Background: an optimization exercise with open tools, aiming at small area, a short achievable clock period and few clock cycles per item. Do not read the settings as production practice.
RTL that was checked went through simulation tests only; none was proved equivalent to the original.
No functional check of the RTL was part of runs 2 and 3.
Power and IR drop assume default switching activity.

<file path="flow/constraint.sdc">
create_clock -name core_clock -period 9.5 [get_ports {clk}]
set_input_delay 1.9000 -clock core_clock [delete_from_list [all_inputs] [get_ports {clk}]]
set_output_delay 1.9000 -clock core_clock [all_outputs]
set_load 0.01 [all_outputs]
</file>
<file path="flow/flow/run.sh">
#!/bin/bash
set -euo pipefail
sed 's/SETUP_SLACK_MARGIN=[0-9.]*/SETUP_SLACK_MARGIN=7/' standard.sh > standard_m.sh
grep -q 'SETUP_SLACK_MARGIN=7 ' standard_m.sh
bash standard_m.sh > standard.log 2>&1
</file>
<file path="flow/standard.sh">
#!/bin/bash
# synth_recipe.tcl (not shown) runs the flow's synth.tcl, then flattens the netlist and writes it again
# the make line also repeats each setting of config.mk as NAME=value (left out here)
make -C /OpenROAD-flow-scripts/flow DESIGN_CONFIG=/design/flow/config.mk WORK_HOME=/design/flow/orfs CLKGATE_MAP_FILE= SYNTH_SCRIPT=/design/flow/synth_recipe.tcl "${@:-finish}"
</file>
<file path="flow/config.mk">
export PLATFORM = sky130hd
export DESIGN_NAME = jenc_backend
export DESIGN_NICKNAME = jenc_backend
export VERILOG_FILES = /design/flow/design.v
export SDC_FILE = /design/flow/constraint.sdc
export NUM_CORES = 4
export LEC_CHECK = 0
export ABC_AREA = 1
export CAP_MARGIN = 20
export CORE_MARGIN = 2
export CORE_UTILIZATION = 55
export CTS_CLUSTER_DIAMETER = 100
export CTS_CLUSTER_SIZE = 20
export PLACE_DENSITY = 0.7
export SETUP_SLACK_MARGIN = 5
export SLEW_MARGIN = 20
</file>
<file path="flow/design.v">
module huff_tables (
    input  logic        dc,
    input  logic        chroma,
    input  logic [3:0]  run,
    input  logic [3:0]  size,
    output logic [4:0]  len,
    output logic [15:0] code
);
always_comb begin
    len = 5'd0;
    code = 16'd0;
    case ({dc, chroma, size})
    6'b0_0_0000: if (&run) begin len = 5'd11; code = 16'b0000011111111001; end
        else begin len = 5'd4; code = 16'b0000000000001010; end
    6'b0_0_0001:
        case (run)
        4'd0: begin len = 5'd2; code = 16'b0000000000000000; end
        4'd1: begin len = 5'd4; code = 16'b0000000000001100; end
        4'd2: begin len = 5'd5; code = 16'b0000000000011100; end
        4'd3: begin len = 5'd6; code = 16'b0000000000111010; end
        4'd4: begin len = 5'd6; code = 16'b0000000000111011; end
        4'd5: begin len = 5'd7; code = 16'b0000000001111010; end
        4'd6: begin len = 5'd7; code = 16'b0000000001111011; end
        4'd7: begin len = 5'd8; code = 16'b0000000011111010; end
        4'd8: begin len = 5'd9; code = 16'b0000000111111000; end
        4'd9: begin len = 5'd9; code = 16'b0000000111111001; end
        4'd10: begin len = 5'd9; code = 16'b0000000111111010; end
        4'd11: begin len = 5'd10; code = 16'b0000001111111001; end
        4'd12: begin len = 5'd10; code = 16'b0000001111111010; end
        4'd13: begin len = 5'd11; code = 16'b0000011111111000; end
        4'd14: begin len = 5'd16; code = 16'b1111111111101011; end
        4'd15: begin len = 5'd16; code = 16'b1111111111110101; end
        endcase
    6'b0_0_0010:
        case (run)
        4'd0: begin len = 5'd2; code = 16'b0000000000000001; end
        4'd1: begin len = 5'd5; code = 16'b0000000000011011; end
        4'd2: begin len = 5'd8; code = 16'b0000000011111001; end
        4'd3: begin len = 5'd9; code = 16'b0000000111110111; end
        4'd4: begin len = 5'd10; code = 16'b0000001111111000; end
        4'd5: begin len = 5'd11; code = 16'b0000011111110111; end
        4'd6: begin len = 5'd12; code = 16'b0000111111110110; end
        4'd7: begin len = 5'd12; code = 16'b0000111111110111; end
        4'd8: begin len = 5'd15; code = 16'b0111111111000000; end
        4'd9: begin len = 5'd16; code = 16'b1111111110111110; end
        4'd10: begin len = 5'd16; code = 16'b1111111111000111; end
        4'd11: begin len = 5'd16; code = 16'b1111111111010000; end
        4'd12: begin len = 5'd16; code = 16'b1111111111011001; end
        4'd13: begin len = 5'd16; code = 16'b1111111111100010; end
        4'd14: begin len = 5'd16; code = 16'b1111111111101100; end
        4'd15: begin len = 5'd16; code = 16'b1111111111110110; end
        endcase
    6'b0_0_0011:
        case (run)
        4'd0: begin len = 5'd3; code = 16'b0000000000000100; end
        4'd1: begin len = 5'd7; code = 16'b0000000001111001; end
        4'd2: begin len = 5'd10; code = 16'b0000001111110111; end
        4'd3: begin len = 5'd12; code = 16'b0000111111110101; end
        4'd4: begin len = 5'd16; code = 16'b1111111110010110; end
        4'd5: begin len = 5'd16; code = 16'b1111111110011110; end
        4'd6: begin len = 5'd16; code = 16'b1111111110100110; end
        4'd7: begin len = 5'd16; code = 16'b1111111110101110; end
        4'd8: begin len = 5'd16; code = 16'b1111111110110110; end
        4'd9: begin len = 5'd16; code = 16'b1111111110111111; end
        4'd10: begin len = 5'd16; code = 16'b1111111111001000; end
        4'd11: begin len = 5'd16; code = 16'b1111111111010001; end
        4'd12: begin len = 5'd16; code = 16'b1111111111011010; end
        4'd13: begin len = 5'd16; code = 16'b1111111111100011; end
        4'd14: begin len = 5'd16; code = 16'b1111111111101101; end
        4'd15: begin len = 5'd16; code = 16'b1111111111110111; end
        endcase
    6'b0_0_0100:
        case (run)
        4'd0: begin len = 5'd4; code = 16'b0000000000001011; end
        4'd1: begin len = 5'd9; code = 16'b0000000111110110; end
        4'd2: begin len = 5'd12; code = 16'b0000111111110100; end
        4'd3: begin len = 5'd16; code = 16'b1111111110001111; end
        4'd4: begin len = 5'd16; code = 16'b1111111110010111; end
        4'd5: begin len = 5'd16; code = 16'b1111111110011111; end
        4'd6: begin len = 5'd16; code = 16'b1111111110100111; end
        4'd7: begin len = 5'd16; code = 16'b1111111110101111; end
        4'd8: begin len = 5'd16; code = 16'b1111111110110111; end
        4'd9: begin len = 5'd16; code = 16'b1111111111000000; end
        4'd10: begin len = 5'd16; code = 16'b1111111111001001; end
        4'd11: begin len = 5'd16; code = 16'b1111111111010010; end
        4'd12: begin len = 5'd16; code = 16'b1111111111011011; end
        4'd13: begin len = 5'd16; code = 16'b1111111111100100; end
        4'd14: begin len = 5'd16; code = 16'b1111111111101110; end
        4'd15: begin len = 5'd16; code = 16'b1111111111111000; end
        endcase
    6'b0_0_0101:
        case (run)
        4'd0: begin len = 5'd5; code = 16'b0000000000011010; end
        4'd1: begin len = 5'd11; code = 16'b0000011111110110; end
        4'd2: begin len = 5'd16; code = 16'b1111111110001001; end
        4'd3: begin len = 5'd16; code = 16'b1111111110010000; end
        4'd4: begin len = 5'd16; code = 16'b1111111110011000; end
        4'd5: begin len = 5'd16; code = 16'b1111111110100000; end
        4'd6: begin len = 5'd16; code = 16'b1111111110101000; end
        4'd7: begin len = 5'd16; code = 16'b1111111110110000; end
        4'd8: begin len = 5'd16; code = 16'b1111111110111000; end
        4'd9: begin len = 5'd16; code = 16'b1111111111000001; end
        4'd10: begin len = 5'd16; code = 16'b1111111111001010; end
        4'd11: begin len = 5'd16; code = 16'b1111111111010011; end
        4'd12: begin len = 5'd16; code = 16'b1111111111011100; end
        4'd13: begin len = 5'd16; code = 16'b1111111111100101; end
        4'd14: begin len = 5'd16; code = 16'b1111111111101111; end
        4'd15: begin len = 5'd16; code = 16'b1111111111111001; end
        endcase
    6'b0_0_0110:
        case (run)
        4'd0: begin len = 5'd7; code = 16'b0000000001111000; end
        4'd1: begin len = 5'd16; code = 16'b1111111110000100; end
        4'd2: begin len = 5'd16; code = 16'b1111111110001010; end
        4'd3: begin len = 5'd16; code = 16'b1111111110010001; end
        4'd4: begin len = 5'd16; code = 16'b1111111110011001; end
        4'd5: begin len = 5'd16; code = 16'b1111111110100001; end
        4'd6: begin len = 5'd16; code = 16'b1111111110101001; end
        4'd7: begin len = 5'd16; code = 16'b1111111110110001; end
        4'd8: begin len = 5'd16; code = 16'b1111111110111001; end
        4'd9: begin len = 5'd16; code = 16'b1111111111000010; end
        4'd10: begin len = 5'd16; code = 16'b1111111111001011; end
        4'd11: begin len = 5'd16; code = 16'b1111111111010100; end
        4'd12: begin len = 5'd16; code = 16'b1111111111011101; end
        4'd13: begin len = 5'd16; code = 16'b1111111111100110; end
        4'd14: begin len = 5'd16; code = 16'b1111111111110000; end
        4'd15: begin len = 5'd16; code = 16'b1111111111111010; end
        endcase
    6'b0_0_0111:
        case (run)
        4'd0: begin len = 5'd8; code = 16'b0000000011111000; end
        4'd1: begin len = 5'd16; code = 16'b1111111110000101; end
        4'd2: begin len = 5'd16; code = 16'b1111111110001011; end
        4'd3: begin len = 5'd16; code = 16'b1111111110010010; end
        4'd4: begin len = 5'd16; code = 16'b1111111110011010; end
        4'd5: begin len = 5'd16; code = 16'b1111111110100010; end
        4'd6: begin len = 5'd16; code = 16'b1111111110101010; end
        4'd7: begin len = 5'd16; code = 16'b1111111110110010; end
        4'd8: begin len = 5'd16; code = 16'b1111111110111010; end
        4'd9: begin len = 5'd16; code = 16'b1111111111000011; end
        4'd10: begin len = 5'd16; code = 16'b1111111111001100; end
        4'd11: begin len = 5'd16; code = 16'b1111111111010101; end
        4'd12: begin len = 5'd16; code = 16'b1111111111011110; end
        4'd13: begin len = 5'd16; code = 16'b1111111111100111; end
        4'd14: begin len = 5'd16; code = 16'b1111111111110001; end
        4'd15: begin len = 5'd16; code = 16'b1111111111111011; end
        endcase
    6'b0_0_1000:
        case (run)
        4'd0: begin len = 5'd10; code = 16'b0000001111110110; end
        4'd1: begin len = 5'd16; code = 16'b1111111110000110; end
        4'd2: begin len = 5'd16; code = 16'b1111111110001100; end
        4'd3: begin len = 5'd16; code = 16'b1111111110010011; end
        4'd4: begin len = 5'd16; code = 16'b1111111110011011; end
        4'd5: begin len = 5'd16; code = 16'b1111111110100011; end
        4'd6: begin len = 5'd16; code = 16'b1111111110101011; end
        4'd7: begin len = 5'd16; code = 16'b1111111110110011; end
        4'd8: begin len = 5'd16; code = 16'b1111111110111011; end
        4'd9: begin len = 5'd16; code = 16'b1111111111000100; end
        4'd10: begin len = 5'd16; code = 16'b1111111111001101; end
        4'd11: begin len = 5'd16; code = 16'b1111111111010110; end
        4'd12: begin len = 5'd16; code = 16'b1111111111011111; end
        4'd13: begin len = 5'd16; code = 16'b1111111111101000; end
        4'd14: begin len = 5'd16; code = 16'b1111111111110010; end
        4'd15: begin len = 5'd16; code = 16'b1111111111111100; end
        endcase
    6'b0_0_1001:
        case (run)
        4'd0: begin len = 5'd16; code = 16'b1111111110000010; end
        4'd1: begin len = 5'd16; code = 16'b1111111110000111; end
        4'd2: begin len = 5'd16; code = 16'b1111111110001101; end
        4'd3: begin len = 5'd16; code = 16'b1111111110010100; end
        4'd4: begin len = 5'd16; code = 16'b1111111110011100; end
        4'd5: begin len = 5'd16; code = 16'b1111111110100100; end
        4'd6: begin len = 5'd16; code = 16'b1111111110101100; end
        4'd7: begin len = 5'd16; code = 16'b1111111110110100; end
        4'd8: begin len = 5'd16; code = 16'b1111111110111100; end
        4'd9: begin len = 5'd16; code = 16'b1111111111000101; end
        4'd10: begin len = 5'd16; code = 16'b1111111111001110; end
        4'd11: begin len = 5'd16; code = 16'b1111111111010111; end
        4'd12: begin len = 5'd16; code = 16'b1111111111100000; end
        4'd13: begin len = 5'd16; code = 16'b1111111111101001; end
        4'd14: begin len = 5'd16; code = 16'b1111111111110011; end
        4'd15: begin len = 5'd16; code = 16'b1111111111111101; end
        endcase
    6'b0_0_1010:
        case (run)
        4'd0: begin len = 5'd16; code = 16'b1111111110000011; end
        4'd1: begin len = 5'd16; code = 16'b1111111110001000; end
        4'd2: begin len = 5'd16; code = 16'b1111111110001110; end
        4'd3: begin len = 5'd16; code = 16'b1111111110010101; end
        4'd4: begin len = 5'd16; code = 16'b1111111110011101; end
        4'd5: begin len = 5'd16; code = 16'b1111111110100101; end
        4'd6: begin len = 5'd16; code = 16'b1111111110101101; end
        4'd7: begin len = 5'd16; code = 16'b1111111110110101; end
        4'd8: begin len = 5'd16; code = 16'b1111111110111101; end
        4'd9: begin len = 5'd16; code = 16'b1111111111000110; end
        4'd10: begin len = 5'd16; code = 16'b1111111111001111; end
        4'd11: begin len = 5'd16; code = 16'b1111111111011000; end
        4'd12: begin len = 5'd16; code = 16'b1111111111100001; end
        4'd13: begin len = 5'd16; code = 16'b1111111111101010; end
        4'd14: begin len = 5'd16; code = 16'b1111111111110100; end
        4'd15: begin len = 5'd16; code = 16'b1111111111111110; end
        endcase
    6'b0_1_0000: if (&run) begin len = 5'd10; code = 16'b0000001111111010; end
        else begin len = 5'd2; code = 16'b0000000000000000; end
    6'b0_1_0001:
        case (run)
        4'd0: begin len = 5'd2; code = 16'b0000000000000001; end
        4'd1: begin len = 5'd4; code = 16'b0000000000001011; end
        4'd2: begin len = 5'd5; code = 16'b0000000000011010; end
        4'd3: begin len = 5'd5; code = 16'b0000000000011011; end
        4'd4: begin len = 5'd6; code = 16'b0000000000111010; end
        4'd5: begin len = 5'd6; code = 16'b0000000000111011; end
        4'd6: begin len = 5'd7; code = 16'b0000000001111001; end
        4'd7: begin len = 5'd7; code = 16'b0000000001111010; end
        4'd8: begin len = 5'd8; code = 16'b0000000011111001; end
        4'd9: begin len = 5'd9; code = 16'b0000000111110111; end
        4'd10: begin len = 5'd9; code = 16'b0000000111111000; end
        4'd11: begin len = 5'd9; code = 16'b0000000111111001; end
        4'd12: begin len = 5'd9; code = 16'b0000000111111010; end
        4'd13: begin len = 5'd11; code = 16'b0000011111111001; end
        4'd14: begin len = 5'd14; code = 16'b0011111111100000; end
        4'd15: begin len = 5'd15; code = 16'b0111111111000011; end
        endcase
    6'b0_1_0010:
        case (run)
        4'd0: begin len = 5'd3; code = 16'b0000000000000100; end
        4'd1: begin len = 5'd6; code = 16'b0000000000111001; end
        4'd2: begin len = 5'd8; code = 16'b0000000011110111; end
        4'd3: begin len = 5'd8; code = 16'b0000000011111000; end
        4'd4: begin len = 5'd9; code = 16'b0000000111110110; end
        4'd5: begin len = 5'd10; code = 16'b0000001111111001; end
        4'd6: begin len = 5'd11; code = 16'b0000011111110111; end
        4'd7: begin len = 5'd11; code = 16'b0000011111111000; end
        4'd8: begin len = 5'd16; code = 16'b1111111110110111; end
        4'd9: begin len = 5'd16; code = 16'b1111111111000000; end
        4'd10: begin len = 5'd16; code = 16'b1111111111001001; end
        4'd11: begin len = 5'd16; code = 16'b1111111111010010; end
        4'd12: begin len = 5'd16; code = 16'b1111111111011011; end
        4'd13: begin len = 5'd16; code = 16'b1111111111100100; end
        4'd14: begin len = 5'd16; code = 16'b1111111111101101; end
        4'd15: begin len = 5'd16; code = 16'b1111111111110110; end
        endcase
    6'b0_1_0011:
        case (run)
        4'd0: begin len = 5'd4; code = 16'b0000000000001010; end
        4'd1: begin len = 5'd8; code = 16'b0000000011110110; end
        4'd2: begin len = 5'd10; code = 16'b0000001111110111; end
        4'd3: begin len = 5'd10; code = 16'b0000001111111000; end
        4'd4: begin len = 5'd16; code = 16'b1111111110010111; end
        4'd5: begin len = 5'd16; code = 16'b1111111110011111; end
        4'd6: begin len = 5'd16; code = 16'b1111111110100111; end
        4'd7: begin len = 5'd16; code = 16'b1111111110101111; end
        4'd8: begin len = 5'd16; code = 16'b1111111110111000; end
        4'd9: begin len = 5'd16; code = 16'b1111111111000001; end
        4'd10: begin len = 5'd16; code = 16'b1111111111001010; end
        4'd11: begin len = 5'd16; code = 16'b1111111111010011; end
        4'd12: begin len = 5'd16; code = 16'b1111111111011100; end
        4'd13: begin len = 5'd16; code = 16'b1111111111100101; end
        4'd14: begin len = 5'd16; code = 16'b1111111111101110; end
        4'd15: begin len = 5'd16; code = 16'b1111111111110111; end
        endcase
    6'b0_1_0100:
        case (run)
        4'd0: begin len = 5'd5; code = 16'b0000000000011000; end
        4'd1: begin len = 5'd9; code = 16'b0000000111110101; end
        4'd2: begin len = 5'd12; code = 16'b0000111111110110; end
        4'd3: begin len = 5'd12; code = 16'b0000111111110111; end
        4'd4: begin len = 5'd16; code = 16'b1111111110011000; end
        4'd5: begin len = 5'd16; code = 16'b1111111110100000; end
        4'd6: begin len = 5'd16; code = 16'b1111111110101000; end
        4'd7: begin len = 5'd16; code = 16'b1111111110110000; end
        4'd8: begin len = 5'd16; code = 16'b1111111110111001; end
        4'd9: begin len = 5'd16; code = 16'b1111111111000010; end
        4'd10: begin len = 5'd16; code = 16'b1111111111001011; end
        4'd11: begin len = 5'd16; code = 16'b1111111111010100; end
        4'd12: begin len = 5'd16; code = 16'b1111111111011101; end
        4'd13: begin len = 5'd16; code = 16'b1111111111100110; end
        4'd14: begin len = 5'd16; code = 16'b1111111111101111; end
        4'd15: begin len = 5'd16; code = 16'b1111111111111000; end
        endcase
    6'b0_1_0101:
        case (run)
        4'd0: begin len = 5'd5; code = 16'b0000000000011001; end
        4'd1: begin len = 5'd11; code = 16'b0000011111110110; end
        4'd2: begin len = 5'd15; code = 16'b0111111111000010; end
        4'd3: begin len = 5'd16; code = 16'b1111111110010001; end
        4'd4: begin len = 5'd16; code = 16'b1111111110011001; end
        4'd5: begin len = 5'd16; code = 16'b1111111110100001; end
        4'd6: begin len = 5'd16; code = 16'b1111111110101001; end
        4'd7: begin len = 5'd16; code = 16'b1111111110110001; end
        4'd8: begin len = 5'd16; code = 16'b1111111110111010; end
        4'd9: begin len = 5'd16; code = 16'b1111111111000011; end
        4'd10: begin len = 5'd16; code = 16'b1111111111001100; end
        4'd11: begin len = 5'd16; code = 16'b1111111111010101; end
        4'd12: begin len = 5'd16; code = 16'b1111111111011110; end
        4'd13: begin len = 5'd16; code = 16'b1111111111100111; end
        4'd14: begin len = 5'd16; code = 16'b1111111111110000; end
        4'd15: begin len = 5'd16; code = 16'b1111111111111001; end
        endcase
    6'b0_1_0110:
        case (run)
        4'd0: begin len = 5'd6; code = 16'b0000000000111000; end
        4'd1: begin len = 5'd12; code = 16'b0000111111110101; end
        4'd2: begin len = 5'd16; code = 16'b1111111110001100; end
        4'd3: begin len = 5'd16; code = 16'b1111111110010010; end
        4'd4: begin len = 5'd16; code = 16'b1111111110011010; end
        4'd5: begin len = 5'd16; code = 16'b1111111110100010; end
        4'd6: begin len = 5'd16; code = 16'b1111111110101010; end
        4'd7: begin len = 5'd16; code = 16'b1111111110110010; end
        4'd8: begin len = 5'd16; code = 16'b1111111110111011; end
        4'd9: begin len = 5'd16; code = 16'b1111111111000100; end
        4'd10: begin len = 5'd16; code = 16'b1111111111001101; end
        4'd11: begin len = 5'd16; code = 16'b1111111111010110; end
        4'd12: begin len = 5'd16; code = 16'b1111111111011111; end
        4'd13: begin len = 5'd16; code = 16'b1111111111101000; end
        4'd14: begin len = 5'd16; code = 16'b1111111111110001; end
        4'd15: begin len = 5'd16; code = 16'b1111111111111010; end
        endcase
    6'b0_1_0111:
        case (run)
        4'd0: begin len = 5'd7; code = 16'b0000000001111000; end
        4'd1: begin len = 5'd16; code = 16'b1111111110001000; end
        4'd2: begin len = 5'd16; code = 16'b1111111110001101; end
        4'd3: begin len = 5'd16; code = 16'b1111111110010011; end
        4'd4: begin len = 5'd16; code = 16'b1111111110011011; end
        4'd5: begin len = 5'd16; code = 16'b1111111110100011; end
        4'd6: begin len = 5'd16; code = 16'b1111111110101011; end
        4'd7: begin len = 5'd16; code = 16'b1111111110110011; end
        4'd8: begin len = 5'd16; code = 16'b1111111110111100; end
        4'd9: begin len = 5'd16; code = 16'b1111111111000101; end
        4'd10: begin len = 5'd16; code = 16'b1111111111001110; end
        4'd11: begin len = 5'd16; code = 16'b1111111111010111; end
        4'd12: begin len = 5'd16; code = 16'b1111111111100000; end
        4'd13: begin len = 5'd16; code = 16'b1111111111101001; end
        4'd14: begin len = 5'd16; code = 16'b1111111111110010; end
        4'd15: begin len = 5'd16; code = 16'b1111111111111011; end
        endcase
    6'b0_1_1000:
        case (run)
        4'd0: begin len = 5'd9; code = 16'b0000000111110100; end
        4'd1: begin len = 5'd16; code = 16'b1111111110001001; end
        4'd2: begin len = 5'd16; code = 16'b1111111110001110; end
        4'd3: begin len = 5'd16; code = 16'b1111111110010100; end
        4'd4: begin len = 5'd16; code = 16'b1111111110011100; end
        4'd5: begin len = 5'd16; code = 16'b1111111110100100; end
        4'd6: begin len = 5'd16; code = 16'b1111111110101100; end
        4'd7: begin len = 5'd16; code = 16'b1111111110110100; end
        4'd8: begin len = 5'd16; code = 16'b1111111110111101; end
        4'd9: begin len = 5'd16; code = 16'b1111111111000110; end
        4'd10: begin len = 5'd16; code = 16'b1111111111001111; end
        4'd11: begin len = 5'd16; code = 16'b1111111111011000; end
        4'd12: begin len = 5'd16; code = 16'b1111111111100001; end
        4'd13: begin len = 5'd16; code = 16'b1111111111101010; end
        4'd14: begin len = 5'd16; code = 16'b1111111111110011; end
        4'd15: begin len = 5'd16; code = 16'b1111111111111100; end
        endcase
    6'b0_1_1001:
        case (run)
        4'd0: begin len = 5'd10; code = 16'b0000001111110110; end
        4'd1: begin len = 5'd16; code = 16'b1111111110001010; end
        4'd2: begin len = 5'd16; code = 16'b1111111110001111; end
        4'd3: begin len = 5'd16; code = 16'b1111111110010101; end
        4'd4: begin len = 5'd16; code = 16'b1111111110011101; end
        4'd5: begin len = 5'd16; code = 16'b1111111110100101; end
        4'd6: begin len = 5'd16; code = 16'b1111111110101101; end
        4'd7: begin len = 5'd16; code = 16'b1111111110110101; end
        4'd8: begin len = 5'd16; code = 16'b1111111110111110; end
        4'd9: begin len = 5'd16; code = 16'b1111111111000111; end
        4'd10: begin len = 5'd16; code = 16'b1111111111010000; end
        4'd11: begin len = 5'd16; code = 16'b1111111111011001; end
        4'd12: begin len = 5'd16; code = 16'b1111111111100010; end
        4'd13: begin len = 5'd16; code = 16'b1111111111101011; end
        4'd14: begin len = 5'd16; code = 16'b1111111111110100; end
        4'd15: begin len = 5'd16; code = 16'b1111111111111101; end
        endcase
    6'b0_1_1010:
        case (run)
        4'd0: begin len = 5'd12; code = 16'b0000111111110100; end
        4'd1: begin len = 5'd16; code = 16'b1111111110001011; end
        4'd2: begin len = 5'd16; code = 16'b1111111110010000; end
        4'd3: begin len = 5'd16; code = 16'b1111111110010110; end
        4'd4: begin len = 5'd16; code = 16'b1111111110011110; end
        4'd5: begin len = 5'd16; code = 16'b1111111110100110; end
        4'd6: begin len = 5'd16; code = 16'b1111111110101110; end
        4'd7: begin len = 5'd16; code = 16'b1111111110110110; end
        4'd8: begin len = 5'd16; code = 16'b1111111110111111; end
        4'd9: begin len = 5'd16; code = 16'b1111111111001000; end
        4'd10: begin len = 5'd16; code = 16'b1111111111010001; end
        4'd11: begin len = 5'd16; code = 16'b1111111111011010; end
        4'd12: begin len = 5'd16; code = 16'b1111111111100011; end
        4'd13: begin len = 5'd16; code = 16'b1111111111101100; end
        4'd14: begin len = 5'd16; code = 16'b1111111111110101; end
        4'd15: begin len = 5'd16; code = 16'b1111111111111110; end
        endcase
    6'b1_0_0000: begin len = 5'd2; code = 16'b0000000000000000; end
    6'b1_0_0001: begin len = 5'd3; code = 16'b0000000000000010; end
    6'b1_0_0010: begin len = 5'd3; code = 16'b0000000000000011; end
    6'b1_0_0011: begin len = 5'd3; code = 16'b0000000000000100; end
    6'b1_0_0100: begin len = 5'd3; code = 16'b0000000000000101; end
    6'b1_0_0101: begin len = 5'd3; code = 16'b0000000000000110; end
    6'b1_0_0110: begin len = 5'd4; code = 16'b0000000000001110; end
    6'b1_0_0111: begin len = 5'd5; code = 16'b0000000000011110; end
    6'b1_0_1000: begin len = 5'd6; code = 16'b0000000000111110; end
    6'b1_0_1001: begin len = 5'd7; code = 16'b0000000001111110; end
    6'b1_0_1010: begin len = 5'd8; code = 16'b0000000011111110; end
    6'b1_0_1011: begin len = 5'd9; code = 16'b0000000111111110; end
    6'b1_1_0000: begin len = 5'd2; code = 16'b0000000000000000; end
    6'b1_1_0001: begin len = 5'd2; code = 16'b0000000000000001; end
    6'b1_1_0010: begin len = 5'd2; code = 16'b0000000000000010; end
    6'b1_1_0011: begin len = 5'd3; code = 16'b0000000000000110; end
    6'b1_1_0100: begin len = 5'd4; code = 16'b0000000000001110; end
    6'b1_1_0101: begin len = 5'd5; code = 16'b0000000000011110; end
    6'b1_1_0110: begin len = 5'd6; code = 16'b0000000000111110; end
    6'b1_1_0111: begin len = 5'd7; code = 16'b0000000001111110; end
    6'b1_1_1000: begin len = 5'd8; code = 16'b0000000011111110; end
    6'b1_1_1001: begin len = 5'd9; code = 16'b0000000111111110; end
    6'b1_1_1010: begin len = 5'd10; code = 16'b0000001111111110; end
    6'b1_1_1011: begin len = 5'd11; code = 16'b0000011111111110; end
    default: ;
    endcase
end
endmodule
module entropy #(
    parameter int DEPTH = 4                 
) (
    input  logic signed [10:0]  q0,
    input  logic signed [10:0]  q1,
    input  logic                q_valid,
    output logic                q_hold,
    input  logic [4:0]          q_cnt,
    input  logic [1:0]          q_chroma,
    input  logic                q_last_mcu,
    output logic [25:0]         out_chunk,      
    output logic [4:0]          out_len,        
    output logic                out_last,       
    output logic                out_valid,
    input  logic                out_take,       
    input  logic                clk,
    input  logic                resetn
);
localparam int AW = 2;                   
typedef struct packed {
    logic               last;
    logic               dc;
    logic [1:0]         chroma;
    logic [1:0]         zrl;
    logic [3:0]         run;
    logic [10:0]        val;
} entry_t;
logic [5:0]     run_r;            
logic           take;
logic           is_dc, is_end, nz0, nz1;
logic           e0, e1;
logic [5:0]     run1;
entry_t         ent0, ent1;
always_comb begin
    take   = q_valid & ~q_hold;
    is_dc  = q_cnt == 5'd0;
    is_end = &q_cnt;
    nz0    = |q0;
    nz1    = |q1;
    e0     = is_dc | nz0;
    e1     = is_end | nz1;
    run1   = e0 ? 6'd0 : run_r + 6'd1;
    ent0.last   = 1'b0;
    ent0.dc     = is_dc;
    ent0.chroma = q_chroma;
    ent0.zrl    = is_dc ? 2'd0 : run_r[5:4];
    ent0.run    = is_dc ? 4'd0 : run_r[3:0];
    ent0.val    = q0;
    ent1.last   = is_end & q_last_mcu;
    ent1.dc     = 1'b0;
    ent1.chroma = q_chroma;
    ent1.zrl    = nz1 ? run1[5:4] : 2'd0;       
    ent1.run    = nz1 ? run1[3:0] : 4'd0;
    ent1.val    = q1;
end
always_ff @(posedge clk)
    if (take)
        run_r <= nz1 ? 6'd0 : run1 + 6'd1;
logic [DEPTH-1:0][20:0] mem;      
logic [AW-1:0]  wp, rp;
logic [AW:0]    cnt, cnt_next;
logic [AW:0]    cnt_c [4];
logic [3:0]     hold_c;
logic           push1, push2;
logic           hold_next;
logic           pop;
entry_t         first;
entry_t         head;
always_comb begin
    first    = e0 ? ent0 : ent1;
    head     = mem[rp];
    push1    = take & (e0 ^ e1);
    push2    = take & e0 & e1;
    for (int j = 0; j < 4; j++) begin
        cnt_c[j]  = cnt + (AW+1)'(j) - (AW+1)'(1);
        hold_c[j] = cnt_c[j] > (AW+1)'(DEPTH - 2);
    end
    case ({push2, push1, pop})
        3'b000: begin cnt_next = cnt_c[1]; hold_next = hold_c[1]; end
        3'b001: begin cnt_next = cnt_c[0]; hold_next = hold_c[0]; end
        3'b010: begin cnt_next = cnt_c[2]; hold_next = hold_c[2]; end
        3'b011: begin cnt_next = cnt_c[1]; hold_next = hold_c[1]; end
        3'b100: begin cnt_next = cnt_c[3]; hold_next = hold_c[3]; end
        default: begin cnt_next = cnt_c[2]; hold_next = hold_c[2]; end
    endcase
end
always_ff @(posedge clk) begin
    for (int i = 0; i < DEPTH; i++) begin
        if (take & wp == AW'(i))
            mem[i] <= first;
        else if (take & wp + AW'(1) == AW'(i))
            mem[i] <= ent1;
    end
end
always_ff @(posedge clk)
    if (!resetn) begin
        wp     <= '0;
        rp     <= '0;
        cnt    <= '0;
        q_hold <= 1'b0;
    end else begin
        if (push2)
            wp <= wp + AW'(2);
        else if (push1)
            wp <= wp + AW'(1);
        rp     <= rp + AW'(pop);
        cnt    <= cnt_next;
        q_hold <= hold_next;
    end
function automatic [11:0] sub12(input logic [11:0] a, input logic [11:0] b);
    logic [6:0] lo;
    logic [5:0] hi0, hi1;
    lo  = {1'b0, a[5:0]} + {1'b0, ~b[5:0]} + 7'd1;
    hi0 = a[11:6] + ~b[11:6];
    hi1 = a[11:6] + ~b[11:6] + 6'd1;
    sub12 = {lo[6] ? hi1 : hi0, lo[5:0]};
endfunction
logic signed [10:0] pred0, pred1, pred2;    
logic [1:0]         zc;           
logic               s_valid, s_ready;
logic               s_dc, s_chroma, s_last, s_zrl, s_neg;
logic [3:0]         s_run;
logic [10:0]        s_mag;
logic               h_valid, h_zrl;
logic signed [11:0] v, vn;
logic signed [10:0] p;
logic               c_ready;
always_comb begin
    h_valid = cnt != '0;
    h_zrl   = head.zrl != zc;
    case (head.dc ? head.chroma : 2'd3)
        2'd0: p = pred0;
        2'd1: p = pred1;
        2'd2: p = pred2;
        default: p = 11'sd0;
    endcase
    v       = sub12({head.val[10], head.val}, {p[10], p});
    vn      = sub12({p[10], p}, {head.val[10], head.val});
    s_ready = ~s_valid | c_ready;
    pop     = h_valid & s_ready & ~h_zrl;
end
always_ff @(posedge clk)
    if (!resetn) begin
        s_valid <= 1'b0;
        zc      <= 2'd0;
        pred0   <= '0;
        pred1   <= '0;
        pred2   <= '0;
    end else if (s_ready) begin
        s_valid <= h_valid;
        if (h_valid) begin
            if (h_zrl)
                zc <= zc + 2'd1;
            else begin
                zc <= 2'd0;
                if (head.last) begin
                    pred0 <= '0;
                    pred1 <= '0;
                    pred2 <= '0;
                end else if (head.dc)
                    case (head.chroma)
                        2'd0: pred0 <= head.val;
                        2'd1: pred1 <= head.val;
                        default: pred2 <= head.val;
                    endcase
            end
        end
    end
always_ff @(posedge clk)
    if (s_ready & h_valid) begin
        s_dc     <= head.dc;
        s_chroma <= |head.chroma;
        s_last   <= head.last & ~h_zrl;
        s_zrl    <= h_zrl;
        s_run    <= head.run;
        s_neg    <= v[11];
        s_mag    <= h_zrl ? 11'h0 : (v[11] ? vn[10:0] : v[10:0]);
    end
function automatic [3:0] bit_length(input logic [10:0] m);
    bit_length = 0;
    for (int k = 0; k < 11; k++)
        if (m[k])
            bit_length = 4'(k + 1);
endfunction
logic [3:0]     size, a_run;
logic [10:0]    smear, amp;
logic [4:0]     code_len;
logic [15:0]    code;
always_comb begin
    size  = bit_length(s_mag);
    smear = s_mag;
    for (int k = 9; k >= 0; k--)
        smear[k] = smear[k] | smear[k+1];
    amp   = s_neg ? s_mag ^ smear : s_mag;
    a_run = s_zrl ? 4'hf : s_run;
end
huff_tables ht (
    .dc     (s_dc),
    .chroma (s_chroma),
    .run    (a_run),
    .size   (size),
    .len    (code_len),
    .code   (code)
);
always_comb c_ready = ~out_valid | out_take;
always_ff @(posedge clk)
    if (!resetn)
        out_valid <= 1'b0;
    else if (c_ready)
        out_valid <= s_valid;
always_ff @(posedge clk)
    if (c_ready & s_valid) begin
        out_chunk <= (26'(code) << size) | 26'(amp);
        out_len   <= code_len + 5'(size);
        out_last  <= s_last;
    end
endmodule
module byte_pack #(
    parameter int W = 33                    
) (
    input  logic [25:0]         chunk,          
    input  logic [4:0]          chunk_len,
    input  logic                chunk_last,
    input  logic                chunk_valid,
    output logic                chunk_take,
    output logic [31:0]         out_data,
    output logic                out_tlast,
    output logic                out_valid,
    input  logic                out_hold,
    input  logic                clk,
    input  logic                resetn
);
localparam int NW = 6;                   
logic [W-1:0]   acc;             
logic [NW-1:0]  n;               
logic           flush;           
logic           stuffp;          
logic [1:0]     k;               
logic [NW-4:0]  full;
logic           part;
logic [1:0]     avail;           
logic [15:0]    pad, tb;
logic [7:0]     b0, b1;
logic           ff0, ff1;
always_comb begin
    full  = n[NW-1:3];
    part  = flush & (n[2:0] != 3'd0);
    avail = (full >= 2) ? 2'd2 : 2'(full) + 2'(part);
    if (avail > 2'd2) avail = 2'd2;
    pad   = (flush && n < NW'(16)) ? (16'hffff >> n[3:0]) : 16'h0;
    tb    = acc[W-1 -: 16] | pad;
    b0    = tb[15:8];
    b1    = tb[7:0];
    ff0   = &b0;
    ff1   = &b1;
end
logic [1:0]     e;               
logic [1:0]     d;               
logic [7:0]     x0, x1;
logic           stuffp_n;
logic           one;             
always_comb begin
    one = &k;
    x0 = 8'h00; x1 = 8'h00; e = 2'd0; d = 2'd0; stuffp_n = 1'b0;
    if (out_valid) begin
        stuffp_n = stuffp;
    end else if (stuffp) begin
        x0 = 8'h00;
        if (avail != 2'd0 && !one) begin
            x1 = b0; e = 2'd2; d = 2'd1; stuffp_n = ff0;
        end else begin
            e = 2'd1;
        end
    end else if (avail != 2'd0) begin
        x0 = b0;
        if (ff0 & one) begin
            e = 2'd1; d = 2'd1; stuffp_n = 1'b1;
        end else if (ff0) begin
            x1 = 8'h00; e = 2'd2; d = 2'd1;
        end else if (avail == 2'd2 && !one) begin
            x1 = b1; e = 2'd2; d = 2'd2; stuffp_n = ff1;
        end else begin
            e = 2'd1; d = 2'd1;
        end
    end
end
logic [NW-1:0]  n_d;
logic [2:0]     t;
logic           done, push, go;
logic [31:0]    word;
always_comb begin
    case (d)
        2'd0: n_d = n;
        2'd1: n_d = (n > NW'(8))  ? n - NW'(8)  : '0;
        default: n_d = (n > NW'(16)) ? n - NW'(16) : '0;
    endcase
    t     = {1'b0, k} + {1'b0, e};
    done  = flush & (n_d == '0) & ~stuffp_n;
    push  = (t >= 3'd4) | (done & (t != 3'd0));
    go    = 1'b1;
    word  = out_data;
    case (k)
        2'd0: word[31:16] = {x0, x1};
        2'd1: word[23:8]  = {x0, x1};
        2'd2: word[15:0]  = {x0, x1};
        default: word[7:0] = x0;
    endcase
    if (push & (t < 3'd4)) begin
        if (t <= 3'd1) word[23:16] = 8'hff;
        if (t <= 3'd2) word[15:8]  = 8'hff;
        if (t <= 3'd3) word[7:0]   = 8'hff;
    end
end
logic [W+7:0]   ext, ext_d, ins;
logic           fit;
logic [NW:0]    nl;
logic [NW-1:0]  n_new;
logic           fit0, fit1, dge1;
logic [NW-1:0]  nl0, nl1, nl2;
always_comb begin
    nl    = (NW+1)'(n) + (NW+1)'(chunk_len);
    fit0  = nl <= (NW+1)'(W);
    fit1  = nl <= (NW+1)'(W + 8);
    dge1  = ~out_valid & (avail != 2'd0) & ~(stuffp & one);
    nl0   = NW'(nl);
    nl1   = NW'(nl - (NW+1)'(8));
    nl2   = NW'(nl - (NW+1)'(16));
    fit   = fit0 | (dge1 & fit1);
    chunk_take = chunk_valid & ~flush & go & fit;
    ins   = (W+8)'(chunk) << (W + 8 - nl);
    ext   = {acc, 8'h0} | (chunk_take ? ins : '0);
    case (go ? d : 2'd0)
        2'd0: ext_d = ext;
        2'd1: ext_d = ext << 8;
        default: ext_d = ext << 16;
    endcase
    if (chunk_take)
        case (d)
            2'd0: n_new = nl0;
            2'd1: n_new = nl1;
            default: n_new = nl2;
        endcase
    else
        n_new = n_d;
end
always_ff @(posedge clk)
    if (!resetn) begin
        acc       <= '0;
        n         <= '0;
        flush     <= 1'b0;
        stuffp    <= 1'b0;
        k         <= 2'd0;
        out_valid <= 1'b0;
    end else begin
        if (out_valid & ~out_hold)
            out_valid <= 1'b0;
        if (go) begin
            acc    <= ext_d[W+7 -: W];
            n      <= n_new;
            stuffp <= stuffp_n;
            if (chunk_take & chunk_last)
                flush <= 1'b1;
            else if (done & (t <= 3'd4))
                flush <= 1'b0;
            if (push) begin
                out_valid <= 1'b1;
                k         <= 2'd0;
            end else
                k         <= t[1:0];
        end
    end
always_ff @(posedge clk)
    if (e != 2'd0) begin
        out_data  <= word;
        out_tlast <= done;
    end
endmodule
module jenc_backend (
    input  logic               clk,
    input  logic               resetn,
    input  logic signed [10:0] q0,
    input  logic signed [10:0] q1,
    input  logic               q_valid,
    output logic               q_hold,
    input  logic [4:0]         q_cnt,
    input  logic [1:0]         q_chroma,
    input  logic               q_last_mcu,
    output logic [31:0]        out_data,
    output logic               out_tlast,
    output logic               out_valid,
    input  logic               out_hold
);
logic [25:0]    chunk;
logic [4:0]     chunk_len;
logic           chunk_last;
logic           chunk_valid;
logic           chunk_take;
entropy entropy (
    .q0             (q0),
    .q1             (q1),
    .q_valid        (q_valid),
    .q_hold         (q_hold),
    .q_cnt          (q_cnt),
    .q_chroma       (q_chroma),
    .q_last_mcu     (q_last_mcu),
    .out_chunk      (chunk),
    .out_len        (chunk_len),
    .out_last       (chunk_last),
    .out_valid      (chunk_valid),
    .out_take       (chunk_take),
    .clk            (clk),
    .resetn         (resetn)
);
byte_pack byte_pack (
    .chunk          (chunk),
    .chunk_len      (chunk_len),
    .chunk_last     (chunk_last),
    .chunk_valid    (chunk_valid),
    .chunk_take     (chunk_take),
    .out_data       (out_data),
    .out_tlast      (out_tlast),
    .out_valid      (out_valid),
    .out_hold       (out_hold),
    .clk            (clk),
    .resetn         (resetn)
);
endmodule
</file>
==> results of run 1 <==
-- power by group through the flow --
stage | combinational [mW] | clock (mW) | sequential (mW)
after floorplan | 5.53 | 0 | 1.99
after global placement | 7.19 | 0 | 2.05
after detailed placement | 7.33 | 0 | 2.06
after CTS | 10.5 | 0.745 | 2.00
-- cell usage after synthesis, types with 9 or more instances --
master	number
clkbuf_1	73
a221oi_1	13
buf_1	22
nor4_1	9
xnor2_1	9
inv_1	355
nand2_2	13
xor2_1	21
o211ai_1	20
o21ai_1	10
nor2_2	9
buf_2	22
nand3_1	336
a32oi_1	14
nor3_1	43
dfxtp_1	89
a21oi_1	163
nand4_1	52
nand2_4	9
nor2_1	384
nand2_1	751
ha_1	77
edfxtp_1	175
nand3b_1	9
inv_2	20
o22ai_1	39
o21ai_0	226
a31oi_1	18
-- cell families after synthesis --
family | count (synthesis) | synth area share
flip-flops | 264 | 0.340
multiplexers | 2 | 0.000967
AND/OR/NAND/NOR | 1642 | 0.345
XOR/XNOR | 30 | 0.0127
AO/OA/AOI/OAI | 558 | 0.155
buffers and inverters | 501 | 0.0936
adder cells (fa/ha/maj) | 84 | 0.0533
-- worst max-delay path by stage --
| stage | cells past startpoint | startpoint | to | slack [ns] |
|---|---|---|---|---|
| after global placement | 23 | entropy.rp[0] | entropy.s_mag[4] | 4.57 |
| after floorplan | 25 | entropy.rp[1] | entropy.s_mag[2] | 5.69 |
| after detailed placement | 23 | entropy.rp[0] | entropy.s_mag[4] | 4.38 |
| after CTS | 24 | entropy.rp[0] | entropy.s_mag[3] | 5.68 |
-- metal layers --
metal  overflow  global-route usage
met3          4               0.570
met4         40               0.719
met1          1               0.744
met2         27               0.920
met5          0               0.230
-- timing repair --
item,CTS
gates cloned,43
endpoints found under the setup margin,451
resized for setup,1061
pin swaps,295
setup buffers,279
==> flow_metrics.tcl, run 1 <==
set metrics [dict create \
    initial_utilization 0.554 \
    syn_inst 3081 \
    worstEndpointGrtRepair "byte_pack.acc[25]$_SDFF_PN0_/D" \
    synth_area_leaders "edfxtp_1 25%, nand2_1 14%, dfxtp_1 8.6%, nand3_1 8.1%, nor2_1 7.0%" \
    place_congestion 1.04 \
    synthArstFlopShare 0 \
    cts_hold_buffers 0 \
    grt_max_degree 50 \
    worst-ep-kind "sequential cell input" \
    cts_max_level 1 \
    dp.cells 3559 \
    die_h_um 198 \
    ys_seq_elements 264 \
    lastStage "global routing" \
    synth_nets 3199 \
    yosysTopAreaCellShare 0.254 \
    place_area_sq_um 22500 \
    synth-edff-count 175 \
    error "[ERROR GRT-0232] Routing congestion too high. Check the congestion heatmap in the GUI." \
    fp-row-count 71 \
    synth_cell_types 70 \
    hpwl_um 55600 \
    fp.dieW_um 198 \
    cts_sinks 264 \
    ys_warn_count 4 \
    syn_avg_cell_area_sq_um 6.72 \
    yosys.area.top_type "edfxtp_1" \
    synth_flop_cell "edfxtp_1" \
    root_buffer "clkbuf_16" \
    syn_area_sq_um 20700 \
    cts_buffers 17 \
    clk_path_buf_depth 3 \
    track_usage 0.738 \
    status "did not finish" \
    io_pins 69 \
    portBuffers 68 \
    dp_slack_ns 4.38 \
    grt_remaining_overflow 72 \
    synth_seq_area_share 0.340 \
]
Testbench counts, summed over its fixed seeds: cycles 26,041, blocks 768.
==> inputs of run 2 (changes only) <==
--- a/flow/design.v
+++ b/flow/design.v
@@ -482,37 +482,26 @@
         run_r <= nz1 ? 6'd0 : run1 + 6'd1;
 logic [DEPTH-1:0][20:0] mem;      
 logic [AW-1:0]  wp, rp;
-logic [AW:0]    cnt, cnt_next;
-logic [AW:0]    cnt_c [4];
-logic [3:0]     hold_c;
-logic           push1, push2;
+logic [AW:0]    cnt, cnt_next, cnt_push, cnt_pop;
 logic           hold_next;
 logic           pop;
+logic [1:0]     npush;
 entry_t         first;
 entry_t         head;
 always_comb begin
+    npush    = take ? {1'b0, e0} + {1'b0, e1} : 2'd0;
     first    = e0 ? ent0 : ent1;
     head     = mem[rp];
-    push1    = take & (e0 ^ e1);
-    push2    = take & e0 & e1;
-    for (int j = 0; j < 4; j++) begin
-        cnt_c[j]  = cnt + (AW+1)'(j) - (AW+1)'(1);
-        hold_c[j] = cnt_c[j] > (AW+1)'(DEPTH - 2);
-    end
-    case ({push2, push1, pop})
-        3'b000: begin cnt_next = cnt_c[1]; hold_next = hold_c[1]; end
-        3'b001: begin cnt_next = cnt_c[0]; hold_next = hold_c[0]; end
-        3'b010: begin cnt_next = cnt_c[2]; hold_next = hold_c[2]; end
-        3'b011: begin cnt_next = cnt_c[1]; hold_next = hold_c[1]; end
-        3'b100: begin cnt_next = cnt_c[3]; hold_next = hold_c[3]; end
-        default: begin cnt_next = cnt_c[2]; hold_next = hold_c[2]; end
-    endcase
+    cnt_push = cnt + {{(AW-1){1'b0}}, npush};
+    cnt_pop  = cnt_push - (AW+1)'(1);
+    cnt_next = pop ? cnt_pop : cnt_push;
+    hold_next = pop ? (cnt_pop > (AW+1)'(DEPTH - 2)) : (cnt_push > (AW+1)'(DEPTH - 2));
 end
 always_ff @(posedge clk) begin
     for (int i = 0; i < DEPTH; i++) begin
-        if (take & wp == AW'(i))
+        if (take & (e0 | e1) & wp == AW'(i))
             mem[i] <= first;
-        else if (take & wp + AW'(1) == AW'(i))
+        else if (take & e0 & e1 & wp + AW'(1) == AW'(i))
             mem[i] <= ent1;
     end
 end
@@ -523,22 +512,11 @@
         cnt    <= '0;
         q_hold <= 1'b0;
     end else begin
-        if (push2)
-            wp <= wp + AW'(2);
-        else if (push1)
-            wp <= wp + AW'(1);
+        wp     <= wp + AW'(npush);
         rp     <= rp + AW'(pop);
         cnt    <= cnt_next;
         q_hold <= hold_next;
     end
-function automatic [11:0] sub12(input logic [11:0] a, input logic [11:0] b);
-    logic [6:0] lo;
-    logic [5:0] hi0, hi1;
-    lo  = {1'b0, a[5:0]} + {1'b0, ~b[5:0]} + 7'd1;
-    hi0 = a[11:6] + ~b[11:6];
-    hi1 = a[11:6] + ~b[11:6] + 6'd1;
-    sub12 = {lo[6] ? hi1 : hi0, lo[5:0]};
-endfunction
 logic signed [10:0] pred0, pred1, pred2;    
 logic [1:0]         zc;           
 logic               s_valid, s_ready;
@@ -558,8 +536,8 @@
         2'd2: p = pred2;
         default: p = 11'sd0;
     endcase
-    v       = sub12({head.val[10], head.val}, {p[10], p});
-    vn      = sub12({p[10], p}, {head.val[10], head.val});
+    v       = {head.val[10], head.val} - {p[10], p};
+    vn      = {p[10], p} - {head.val[10], head.val};
     s_ready = ~s_valid | c_ready;
     pop     = h_valid & s_ready & ~h_zrl;
 end
@@ -640,7 +618,7 @@
     end
 endmodule
 module byte_pack #(
-    parameter int W = 33                    
+    parameter int W = 40                    
 ) (
     input  logic [25:0]         chunk,          
     input  logic [4:0]          chunk_len,
@@ -655,63 +633,66 @@
     input  logic                resetn
 );
 localparam int NW = 6;                   
-logic [W-1:0]   acc;             
+logic [W-1:0]   acc;
 logic [NW-1:0]  n;               
 logic           flush;           
 logic           stuffp;          
 logic [1:0]     k;               
+logic [W+15:0]  accx;
+logic [15:0]    win, pad, tb;
 logic [NW-4:0]  full;
 logic           part;
 logic [1:0]     avail;           
-logic [15:0]    pad, tb;
 logic [7:0]     b0, b1;
 logic           ff0, ff1;
 always_comb begin
+    accx  = {acc, 16'h0};
+    win   = accx[n +: 16];
     full  = n[NW-1:3];
     part  = flush & (n[2:0] != 3'd0);
-    avail = (full >= 2) ? 2'd2 : 2'(full) + 2'(part);
-    if (avail > 2'd2) avail = 2'd2;
+    if (full >= 2)
+        avail = 2'd2;
+    else if (full == 1)
+        avail = part ? 2'd2 : 2'd1;
+    else
+        avail = {1'b0, part};
     pad   = (flush && n < NW'(16)) ? (16'hffff >> n[3:0]) : 16'h0;
-    tb    = acc[W-1 -: 16] | pad;
+    tb    = win | pad;
     b0    = tb[15:8];
     b1    = tb[7:0];
     ff0   = &b0;
     ff1   = &b1;
 end
-logic [1:0]     e;               
-logic [1:0]     d;               
+logic [1:0]     e, d;
 logic [7:0]     x0, x1;
 logic           stuffp_n;
 logic           one;             
 always_comb begin
     one = &k;
-    x0 = 8'h00; x1 = 8'h00; e = 2'd0; d = 2'd0; stuffp_n = 1'b0;
+    x0 = 8'h00; x1 = 8'h00; e = 2'd0; d = 2'd0; stuffp_n = stuffp;
     if (out_valid) begin
-        stuffp_n = stuffp;
     end else if (stuffp) begin
-        x0 = 8'h00;
+        x0 = 8'h00; e = 2'd1; stuffp_n = 1'b0;
         if (avail != 2'd0 && !one) begin
             x1 = b0; e = 2'd2; d = 2'd1; stuffp_n = ff0;
-        end else begin
-            e = 2'd1;
         end
     end else if (avail != 2'd0) begin
-        x0 = b0;
+        x0 = b0; e = 2'd1; d = 2'd1;
         if (ff0 & one) begin
-            e = 2'd1; d = 2'd1; stuffp_n = 1'b1;
+            stuffp_n = 1'b1;
         end else if (ff0) begin
-            x1 = 8'h00; e = 2'd2; d = 2'd1;
+            x1 = 8'h00; e = 2'd2;
         end else if (avail == 2'd2 && !one) begin
             x1 = b1; e = 2'd2; d = 2'd2; stuffp_n = ff1;
-        end else begin
-            e = 2'd1; d = 2'd1;
         end
     end
 end
-logic [NW-1:0]  n_d;
+logic [NW-1:0]  n_d, n_new;
 logic [2:0]     t;
-logic           done, push, go;
+logic           done, push;
 logic [31:0]    word;
+logic [NW:0]    nl;
+logic           fit;
 always_comb begin
     case (d)
         2'd0: n_d = n;
@@ -721,7 +702,6 @@
     t     = {1'b0, k} + {1'b0, e};
     done  = flush & (n_d == '0) & ~stuffp_n;
     push  = (t >= 3'd4) | (done & (t != 3'd0));
-    go    = 1'b1;
     word  = out_data;
     case (k)
         2'd0: word[31:16] = {x0, x1};
@@ -734,42 +714,16 @@
         if (t <= 3'd2) word[15:8]  = 8'hff;
         if (t <= 3'd3) word[7:0]   = 8'hff;
     end
+    nl         = (NW+1)'(n) + (NW+1)'(chunk_len);
+    fit        = nl <= (NW+1)'(W);
+    chunk_take = chunk_valid & ~flush & fit;
+    n_new      = chunk_take ? NW'(nl - (NW+1)'(8 * d)) : n_d;
 end
-logic [W+7:0]   ext, ext_d, ins;
-logic           fit;
-logic [NW:0]    nl;
-logic [NW-1:0]  n_new;
-logic           fit0, fit1, dge1;
-logic [NW-1:0]  nl0, nl1, nl2;
-always_comb begin
-    nl    = (NW+1)'(n) + (NW+1)'(chunk_len);
-    fit0  = nl <= (NW+1)'(W);
-    fit1  = nl <= (NW+1)'(W + 8);
-    dge1  = ~out_valid & (avail != 2'd0) & ~(stuffp & one);
-    nl0   = NW'(nl);
-    nl1   = NW'(nl - (NW+1)'(8));
-    nl2   = NW'(nl - (NW+1)'(16));
-    fit   = fit0 | (dge1 & fit1);
-    chunk_take = chunk_valid & ~flush & go & fit;
-    ins   = (W+8)'(chunk) << (W + 8 - nl);
-    ext   = {acc, 8'h0} | (chunk_take ? ins : '0);
-    case (go ? d : 2'd0)
-        2'd0: ext_d = ext;
-        2'd1: ext_d = ext << 8;
-        default: ext_d = ext << 16;
-    endcase
+always_ff @(posedge clk)
     if (chunk_take)
-        case (d)
-            2'd0: n_new = nl0;
-            2'd1: n_new = nl1;
-            default: n_new = nl2;
-        endcase
-    else
-        n_new = n_d;
-end
+        acc <= (acc << chunk_len) | W'(chunk);
 always_ff @(posedge clk)
     if (!resetn) begin
-        acc       <= '0;
         n         <= '0;
         flush     <= 1'b0;
         stuffp    <= 1'b0;
@@ -778,20 +732,17 @@
     end else begin
         if (out_valid & ~out_hold)
             out_valid <= 1'b0;
-        if (go) begin
-            acc    <= ext_d[W+7 -: W];
-            n      <= n_new;
-            stuffp <= stuffp_n;
-            if (chunk_take & chunk_last)
-                flush <= 1'b1;
-            else if (done & (t <= 3'd4))
-                flush <= 1'b0;
-            if (push) begin
-                out_valid <= 1'b1;
-                k         <= 2'd0;
-            end else
-                k         <= t[1:0];
-        end
+        n      <= n_new;
+        stuffp <= stuffp_n;
+        if (chunk_take & chunk_last)
+            flush <= 1'b1;
+        else if (done & push)
+            flush <= 1'b0;
+        if (push) begin
+            out_valid <= 1'b1;
+            k         <= 2'd0;
+        end else
+            k         <= t[1:0];
     end
 always_ff @(posedge clk)
     if (e != 2'd0) begin
==> flow/run.sh (new file) <==
#!/bin/bash
# synth_recipe.tcl (not shown) runs the flow's synth.tcl, then flattens the netlist and writes it again
# the make line also repeats each setting of config.mk as NAME=value (left out here)
make -C /OpenROAD-flow-scripts/flow DESIGN_CONFIG=/design/flow/config.mk WORK_HOME=/design/flow/orfs CLKGATE_MAP_FILE= SYNTH_SCRIPT=/design/flow/synth_recipe.tcl finish
--- a/flow/config.mk
+++ b/flow/config.mk
@@ -8,9 +8,7 @@
 export ABC_AREA = 1
 export CAP_MARGIN = 20
 export CORE_MARGIN = 2
-export CORE_UTILIZATION = 55
-export CTS_CLUSTER_DIAMETER = 100
-export CTS_CLUSTER_SIZE = 20
-export PLACE_DENSITY = 0.7
-export SETUP_SLACK_MARGIN = 5
+export CORE_UTILIZATION = 40
+export PLACE_DENSITY = 0.6
+export SETUP_SLACK_MARGIN = 4
 export SLEW_MARGIN = 20
removed: flow/flow/run.sh
removed: flow/standard.sh
==> run 2 against run 1 <==
- now clean on timing, DRC and antenna
- synthesized area is 6.2% higher
- synthesized cell count is 5.6% higher
==> flow_metrics.tcl, run 2 <==
set metrics [dict create \
    fmax_ghz 0.191 \
    slew-limit-headroom 0.252 \
    slew_violations 0 \
    initial_utilization 0.407 \
    synthArstFlopShare 0 \
    max_cap_violations 0 \
    antenna_found_initial 0 \
    finalCriticalPeriod_ns 5.24 \
    dp.cells 3908 \
    reg_top3 "entropy.mem: 84 flops, byte_pack.acc: 40 flops, byte_pack.out_data: 32 flops" \
    firstDrtPassIters 8 \
    top_register "entropy.mem" \
    synth_flop_cell "edfxtp_1" \
    multi_input_area_sq_um 12600 \
    fp-row-count 85 \
    path_clk_slew_ns 0.06 \
    fin_util 0.450 \
    fp.dieW_um 238 \
    synth-edff-count 215 \
    cts_hold_buffers 0 \
    final_common_cell "nand2_1" \
    synth_commonest_cells "835 x nand2_1, 395 x nand3_1, 355 x nor2_1" \
    grt_remaining_overflow 0 \
    layout.nets 3355 \
    largest_reg_flops 84 \
    cp.required_ns 10.01 \
    hpwl_um 61100 \
    core_sq_um 54000 \
    powerDensity_nw_per_um2 374 \
    grt_pass1_wl_um 125000 \
    worst_pin_slew_ns 1.12 \
    regArea_sq_um 7580 \
    vias 23100 \
    antennaDiodeCount 0 \
    synth_seq_area_share 0.345 \
    yosysTopAreaCellShare 0.294 \
    rrSetupSlack_ns 4.40 \
    clock-skew-final_ns 0.0201 \
    syn_area_sq_um 22000 \
    tns_ns 0 \
    hold_path_depth 0 \
    rsz0062_at_grt "false" \
    grt_max_degree 50 \
    grt_pass1_vias 21800 \
    design.die.area_sq_um 56800 \
    period_share 0.551 \
    yosys.area.top_type "edfxtp_1" \
    cts_sinks 271 \
    reg2reg_depth 18 \
    cts_tree "built" \
    syn_inst 3254 \
    via_per_inst 5.81 \
    die_h_um 238 \
    io_pins 69 \
    critPathKind "primary input to register" \
    setup.worst_path.end_class "register" \
    drive_above_1_share 0.0557 \
    ant_nets 0 \
    root_buffer "clkbuf_16" \
    final.fill_count 5616 \
    setup_viol 0 \
    ys_seq_elements 271 \
    final_cell_mix "834 x nand2_1, 395 x nand3_1, 349 x nor2_1" \
    synth_area_leaders "edfxtp_1 29%, nand2_1 14%, nand3_1 9.0%, o21ai_0 6.9%, nor2_1 6.1%" \
    track_usage 0.281 \
    post-synth-top-count-cell "nand2_1" \
    cts_max_level 1 \
    drc 0 \
    cp_max_fo 10 \
    cts_buffers 31 \
    insertion_delay_ns 0.58 \
    place_congestion 1.04 \
    ys_warn_count 3 \
    clk_path_buf_depth 3 \
    min_path_type "register to register" \
    area_growth_pct 10.7 \
    synth_nets 3362 \
    hold_viol 0 \
    cp_data_arrival_time_ns 5.74 \
    portBuffers 68 \
    cp-start-kind "primary input" \
    final_cells 3966 \
    power_leakage_nw 10.7 \
    routed_wl_um 81300 \
    drt-initial-drc-count 2121 \
    syn_avg_cell_area_sq_um 6.75 \
    avgRoutedWirePerCell_um 20.5 \
    status "no timing/DRC/antenna violations" \
    peakVddDrop_v 0.000150 \
    synth_cell_types 67 \
]
[run 2: cell types whose count changed after synthesis, sizes merged, moves of 10 or more]
cell    change
buf        +19
o211ai     +17
ha         -10
nor2       -26
dfxtp      -33
o21ai      +73
nand2      +85
inv        -53
nor3       -13
edfxtp     +40
clkbuf     +10
nand4      -11
a21oi      +13
nand3      +59
[run 2: path summary, 6_finish.rpt]
check / from / end
worst max-delay path: q1[5] / entropy.q_hold
worst min-delay path: entropy.s_last / entropy.out_last
worst max register to register: entropy.s_run[3] / entropy.out_chunk[13]
worst min register to register: entropy.s_last / entropy.out_last
[run 2: metrics by stage]
step	instance area (sq um)	hold WS [ns]	total power, mW	setup WS, ns
detailed placement	23200	0.418	7.72	3.20
CTS	24300	0.432	9.03	4.05
finish	24300	0.429	9.11	4.26
global placement	23200	0.431	7.69	3.30
global route	24300	0.438	9.85	3.99
floorplan	22000	0.400	5.96	4.32
[run 2: per-layer routing]
metal  vias up  track usage  wire length, um
li1      11100            -                -
met1     10800        0.367            34400
met2       974        0.470            37700
met3       230       0.0386             5670
met4         0        0.110             3490
met5         -            0                0
[run 2: cell families after synthesis]
logic type / count (synthesis) / share of synthesized area
and+or+nand+nor: 1734 / 0.340
buffers and inverters: 478 / 0.0858
xor gates and xnor gates: 19 / 0.00757
muxes: 8 / 0.00364
DFF: 271 / 0.345
AOI/OAI and AO/OA: 670 / 0.174
adders and majority gates: 74 / 0.0445
[run 2: timing repair]
action | 4_1_cts | 5_1_grt
setup endpoints to repair | 7 | 13
cloned | 1 | 0
hold endpoints to repair | 0 | 0
setup buffers | 0 | 1
gates resized for setup | 3 | 6
[run 2: cell type report]
class                      instances  area share
tap                              696      0.0358
sequential                       271       0.311
clock inverter                    22      0.0123
timing repair buffer             107      0.0402
multi-input combinational       2505       0.517
inverter                         330      0.0511
clock buffer                      34      0.0323
timing repair inverter             1    0.000206
[run 2: power by group]
group,total (mW),switching [mW],leakage [nW],internal (mW)
logic,5.64,3.98,7.67,1.66
registers,2.18,0.271,2.48,1.90
clock network,1.29,0.502,0.528,0.787
total,9.11,4.76,10.7,4.35
[run 2: worst max-delay path: stages]
cell             delay (ns)
clkdlybuf4s50_1        0.49
or4_1                  0.60
nor4_2                 0.41
inv_2                  0.20
nor2_1                 0.18
ha_1                   0.25
inv_1                  0.06
nor2_1                 0.06
ha_1                   0.20
fa_1                   0.57
ha_1                   0.24
or2_2                  0.30
o22ai_1                0.13
nand2_1                0.07
nand2_1                0.08
==> inputs of run 3 (changes only) <==
--- a/flow/config.mk
+++ b/flow/config.mk
@@ -9,6 +9,8 @@
 export CAP_MARGIN = 20
 export CORE_MARGIN = 2
 export CORE_UTILIZATION = 40
+export CTS_BUF_LIST = sky130_fd_sc_hd__clkbuf_4 sky130_fd_sc_hd__clkbuf_8
+export CTS_CLUSTER_SIZE = 30
 export PLACE_DENSITY = 0.6
 export SETUP_SLACK_MARGIN = 4
 export SLEW_MARGIN = 20
==> run 3 against run 2 <==
- highest routed layer is now met5
- total power is 0.98% lower
- largest cell class unchanged
- critical endpoint unchanged
- critical path depth stayed put
- clock power is 9% lower
- sequential share of layout area is 0.054 points higher
- design area is 0.17% lower
- still clean on timing, DRC and antenna
- register-to-register slack worse by 0.05 ns
- largest power group unchanged
- die area stayed put
- flip-flop and latch count stayed put
==> flow_metrics.tcl, run 3 <==
set metrics [dict create \
    reg2reg_from "entropy.s_run[3]" \
    io_pins 69 \
    hpwl_um 61100 \
    fp-row-count 85 \
    rrSetupSlack_ns 4.35 \
    synth_commonest_cells "835 x nand2_1, 395 x nand3_1, 355 x nor2_1" \
    die_h_um 238 \
    avgRoutedWirePerCell_um 20.5 \
    grt_remaining_overflow 0 \
    fmax_ghz 0.193 \
    synth_flop_cell "edfxtp_1" \
    final_common_cell "nand2_1" \
    syn_avg_cell_area_sq_um 6.75 \
    top_register "entropy.mem" \
    synthArstFlopShare 0 \
    ys_warn_count 3 \
    synth_seq_area_share 0.345 \
    vias 23300 \
    status "no timing/DRC/antenna violations" \
    cp_max_fo 10 \
    cts_tree "built" \
    slew-limit-headroom 0.227 \
    ant_nets 0 \
    cp.required_ns 10.05 \
    synth_nets 3362 \
    min_path_type "register to register" \
    peakVddDrop_v 0.000141 \
    design.die.area_sq_um 56800 \
    place_congestion 1.04 \
    hold_viol 0 \
    firstDrtPassIters 6 \
    critPathLaunch "q1[5]" \
    drt-initial-drc-count 2081 \
    cts_buffers 49 \
    reg2reg_depth 18 \
    drive_above_1_share 0.0645 \
    portBuffers 68 \
    via_per_inst 5.82 \
    grt_pass1_vias 22000 \
    powerDensity_nw_per_um2 371 \
    syn_area_sq_um 22000 \
    power_leakage_nw 10.7 \
    rr_endpoint "entropy.out_chunk[13]" \
    yosys.area.top_type "edfxtp_1" \
    routed_wl_um 81900 \
    path_clk_slew_ns 0.06 \
    area_growth_pct 10.5 \
    insertion_delay_ns 0.62 \
    grt_pass1_wl_um 126000 \
    syn_inst 3254 \
    fp.dieW_um 238 \
    antenna_found_initial 3 \
    cts_max_level 2 \
    clk_path_buf_depth 3 \
    period_share 0.546 \
    grt_max_degree 50 \
    drc 0 \
    synth-edff-count 215 \
    ys_seq_elements 271 \
    setup.worst_path.end_class "register" \
    root_buffer "clkbuf_8" \
    core_sq_um 54000 \
    synth_cell_types 67 \
    hold_end "entropy.out_last" \
    min_from "entropy.s_last" \
    track_usage 0.284 \
    critPathKind "primary input to register" \
    yosysTopAreaCellShare 0.294 \
    clock-skew-final_ns 0.0232 \
    rsz0062_at_grt "false" \
    worst_pin_slew_ns 1.15 \
    finalCriticalPeriod_ns 5.19 \
    layout.nets 3373 \
    hold_path_depth 0 \
    cts_hold_buffers 0 \
    tns_ns 0 \
    largest_reg_flops 84 \
    max_cap_violations 0 \
    final_cell_mix "834 x nand2_1, 395 x nand3_1, 349 x nor2_1" \
    setup_viol 0 \
    reg_top3 "entropy.mem: 84 flops, byte_pack.acc: 40 flops, byte_pack.out_data: 32 flops" \
    synth_area_leaders "edfxtp_1 29%, nand2_1 14%, nand3_1 9.0%, o21ai_0 6.9%, nor2_1 6.1%" \
    cp-start-kind "primary input" \
    fin_util 0.450 \
    post-synth-top-count-cell "nand2_1" \
    cp_data_arrival_time_ns 5.74 \
    cts_sinks 271 \
    slew_violations 0 \
    initial_utilization 0.407 \
]
[run 3: through the flow]
step | power, mW | setup WS, ns | hold slack [ns] | cells | area, sq um
after detailed placement | 7.72 | 3.20 | 0.418 | 3908 | 23200
after global routing | 9.75 | 4.00 | 0.433 | 3999 | 24300
after floorplan | 5.96 | 4.32 | 0.400 | 3254 | 22000
final | 9.02 | 4.31 | 0.427 | 3999 | 24300
after CTS | 8.93 | 4.15 | 0.424 | 3997 | 24300
after global placement | 7.69 | 3.30 | 0.431 | 3908 | 23200
[run 3: logic make-up after synthesis]
kind of cell             share of synthesized area
XOR/XNOR                                   0.00757
AO/OA/AOI/OAI                                0.174
flip-flops                                   0.345
adder cells (fa/ha/maj)                     0.0445
AND/OR/NAND/NOR                              0.340
buffers and inverters                       0.0858
multiplexers                               0.00364
[run 3: critical path, cell delays in order]
cell and delay (ns):
clkdlybuf4s50_1 0.50, or4_1 0.61, nor4_2 0.39, inv_2 0.20, nor2_1 0.18, ha_1 0.25
inv_1 0.06, nor2_1 0.06, ha_1 0.20, fa_1 0.57, ha_1 0.24, or2_2 0.30
o22ai_1 0.13, nand2_1 0.07, nand2_1 0.08
[run 3: power breakdown]
part	total [mW]	switching (mW)	internal [mW]	leakage, nW
clock	1.18	0.501	0.680	0.548
combinational	5.66	4.00	1.66	7.67
sequential	2.18	0.273	1.91	2.48
[run 3: routing by layer]
metal,routed length [um],GRT usage
met1,34600,0.369
met2,38200,0.474
met3,5510,0.0401
met4,3450,0.118
met5,27,0
[run 3: how the worst max path moves through the flow]
| stage | to | slack, ns | cells after the start |
|---|---|---|---|
| 3_5_place_dp | entropy.q_hold | 3.20 | 15 |
| 5_1_grt | entropy.s_mag[3] | 4.00 | 26 |
| 4_1_cts | entropy.q_hold | 4.15 | 15 |
| 2_1_floorplan | entropy.out_chunk[0] | 4.32 | 11 |
| 6_report | entropy.q_hold | 4.31 | 15 |
| 3_3_place_gp | entropy.q_hold | 3.30 | 15 |
[run 3: cell type report]
type,count,area (sq um)
fillers,5641,29700
multi-input cells,2505,12600
flip-flops and latches,271,7580
inverters,330,1240
repair buffers,107,977
clock buffers,72,891
well taps,696,871
clock inverters,16,151
repair inverters,1,5.00
diodes,1,2.50
[run 3: repair_timing]
item | CTS | global route
setup endpoints to repair | 6 | 9
setup buffers | 0 | 1
gates cloned | 1 | 0
gates resized for setup | 4 | 5
pin swaps | 0 | 0

==> what the ideal ports hide <==
The flow's constraints put no driver on any port. The routed layouts listed below were extracted and timed again, unchanged, in two steps.
Step 1, drivers: a clkbuf_16 drives clk and a buf_2 each remaining input, both assumed.
Step 2 adds t to the input delays and takes it off the output delays; t is the mean of the earliest and latest rising clock arrival at the registers after step 1. Input paths then give back, and output paths get back, about the clock's delay inside the block.
Slacks: ideal / step 1 / step 2; pairs: ideal / step 1.
| run | t (ns) | setup slack, ns | worst register clock-pin slew, ns | worst data-port slew with drivers (ns) |
|---|---|---|---|---|
| run 2 | 0.633 | 4.262 / 4.306 / 3.673 | 0.06 / 0.06 | 0.04 |
| run 3 | 0.671 | 4.311 / 4.347 / 3.680 | 0.07 / 0.07 | 0.04 |
After both steps setup and hold are still met in every run listed. The setup slack of run 3, which loses most, moves by +0.036 ns with the drivers and by -0.631 ns with both steps.
